Background: an optimization exercise with open tools, aiming at a short achievable clock period and few clock cycles. Do not read the settings as production practice.
Only simulation tests tie the RTL to the original design; equivalence was not proved.
No activity file was given, so power comes from the tool's default toggle rates.

Setup of run A:
Design cpu, start of the top module:
module cpu (
    input  logic       CLOCK
  , input  logic       RESET
  , input  logic [7:0] read_bus
  , output logic [3:0] ctrl_bus
  , output logic [7:0] addr_bus
  , output logic [7:0] write_bus
  , output logic [7:0] OUT
);
Settings: LEC_CHECK=0, CAP_MARGIN=20, CORE_MARGIN=2, CORE_UTILIZATION=30, SETUP_SLACK_MARGIN=2.5, SLEW_MARGIN=20; clock period 4.0 ns.
run.sh (not shown) runs the stock make flow with config.mk's settings and CLKGATE_MAP_FILE= SYNTH_SCRIPT=/design/flow/synth_recipe.tcl, a recipe that flattens the netlist after the stock synthesis.
Testbench counts of run A, summed over its fixed seeds: cycles 23,184.
Relative to run A, the following input files were edited for run B:
Settings: changing CORE_UTILIZATION from 30 to 40; changing SETUP_SLACK_MARGIN from 2.5 to 2.25.
- Of the two values seen for start point of the critical path, s0[0] was produced by run A and a[0] by run B.
- Critical path's slowest cell: a22oi_1 -> run A, a221o_2 -> run B
- More vias were needed by run A than by run B.
- When run B is measured against run A, its met2 capacity usage during global routing turns out 5.7 points higher.
- From run A to run B the numbers moved as follows: max-capacitance violation count essentially unchanged, critical path depth increased 4, first-iteration DRC count decreased 15%, filler cell count decreased 24%.
- Comparing the two runs side by side, run B comes out ahead of run A on post-route total power.
- In the tables for run A and run B, final design instance area without fill reads lower with run B.
- Run B does better than run A on register-to-register slack.
The inputs of run C differ from those of run B as listed below.
Settings: changing SETUP_SLACK_MARGIN from 2.25 to 2.0.
Run C: flow completed, timing, DRC and antenna clean. Looking at run B and run C, the insertion delay of the later-clocked pin in the worst-skew pair is a wash. Looking at critical path's slowest cell, the a221o_2 result is from run B; the dfxtp_4 one comes from run C. Compared to run B, run C has area added between synthesis and finish 7.7 points lower. When the final numbers for run B and run C were put side by side, the post-detailed-route via-to-cell ratio turned out to be greater in run B. Run C reports its first element of the critical path as sp[0] while run B reports a[0]. Comparing run B and run C, the higher final HPWL from detailed placement is on run B. Of the two candidates, run B has the better time the worst path needs with I/O delays and setup and run C the worse one.


## before
cpu again, from the RTL that the note above started with.
make LEC_CHECK=0 CAP_MARGIN=20 CORE_MARGIN=2 CORE_UTILIZATION=40 GPL_TIMING_DRIVEN=1 SETUP_SLACK_MARGIN=2.5 SLEW_MARGIN=20 finish   # period 4.0 ns
Every stage of the flow completed for before, and the final layout passed the timing, design-rule and antenna checks.
Testbench counts of before, summed over its fixed seeds: cycles 23,184.
The following lists how after was set up differently from before:
- CORE_UTILIZATION changed from 40 to 55
- GPL_TIMING_DRIVEN removed (was 1)
Final worst slack in after is 0.027 ns lower than in before. Higher endpoint required time on the critical path was reported by after, not before. Compared after vs before, and register-to-register slack is down in after.


Setup of Q:
Starting RTL as in the previous note.
Design cpu, start of the top module:
module cpu (
    input  logic       CLOCK
  , input  logic       RESET
  , input  logic [7:0] read_bus
  , output logic [3:0] ctrl_bus
  , output logic [7:0] addr_bus
  , output logic [7:0] write_bus
  , output logic [7:0] OUT
);
clock: 4.0 ns
lec_check: 0
cap_margin: 20
core_margin: 2
core_utilization: 45
setup_slack_margin: 2.5
slew_margin: 20
tns_end_percent: 100
Testbench counts of Q, summed over its fixed seeds: cycles 23,184.
The inputs of T differ from those of Q as listed below.
diff --git a/flow/config.mk b/flow/config.mk
--- a/flow/config.mk
+++ b/flow/config.mk
@@ -8,6 +8,5 @@
 export CAP_MARGIN = 20
 export CORE_MARGIN = 2
-export CORE_UTILIZATION = 45
-export SETUP_SLACK_MARGIN = 2.5
+export CORE_UTILIZATION = 40
+export SETUP_SLACK_MARGIN = 2.75
 export SLEW_MARGIN = 20
-export TNS_END_PERCENT = 100
==> run notes <==
NOTE: layout-stage area growth over the synthesis result in T falls short of that of Q
Of T and Q, Q shows the lower clock group share of total power, with T above it.
Against Q, T reports a delay of the slowest cell on the worst path that is lower.
Looking at T and Q, the max-cap violation count is a wash.
Power drawn by the combinational cells (lower): T
A top power group of sequential cells is what Q shows, while clock belongs to T.
There was hardly any difference in sequential group share of total power between Q and T.
Q → T: routed wire length fell 8.0%; final design instance area without fill fell about 4.4%; clock network area share rose 0.39 points.

## port drivers added, routing unchanged
In the flow no input, the clock included, has a driving cell. The finished layouts below were timed again as built, in two steps.
Step 1, drivers: a clkbuf_16 drives CLOCK and a buf_2 each remaining input, both assumed.
Step 2 adds t to the input delays and takes it off the output delays; t is the mean of the earliest and latest rising clock arrival at the registers after step 1. Input paths then give back, and output paths get back, about the clock's delay inside the block.
Three values: no drivers, after step 1, after step 2; two values: the first two.
run | t, ns | setup slack, ns | worst setup path at the end | slew at the worst register clock pin (ns)
run A | 0.639 | 1.025 / 1.025 / 1.025 | register to register | 0.07 / 0.07
run B | 0.629 | 1.433 / 1.433 / 1.040 | input to register | 0.06 / 0.06
run C | 0.635 | 1.304 / 1.304 / 1.075 | input to register | 0.06 / 0.06
before | 0.628 | 1.392 / 1.392 / 1.084 | input to register | 0.06 / 0.06
after | 0.661 | 1.365 / 1.365 / 1.088 | input to register | 0.08 / 0.08
Q | 0.644 | 1.381 / 1.381 / 1.134 | input to register | 0.07 / 0.07
T | 0.645 | 1.342 / 1.342 / 1.150 | input to register | 0.08 / 0.08
After both steps setup and hold are still met in every run listed. The setup slack of run B, which loses most, moves by 0.000 ns with the drivers and by -0.393 ns with both steps.
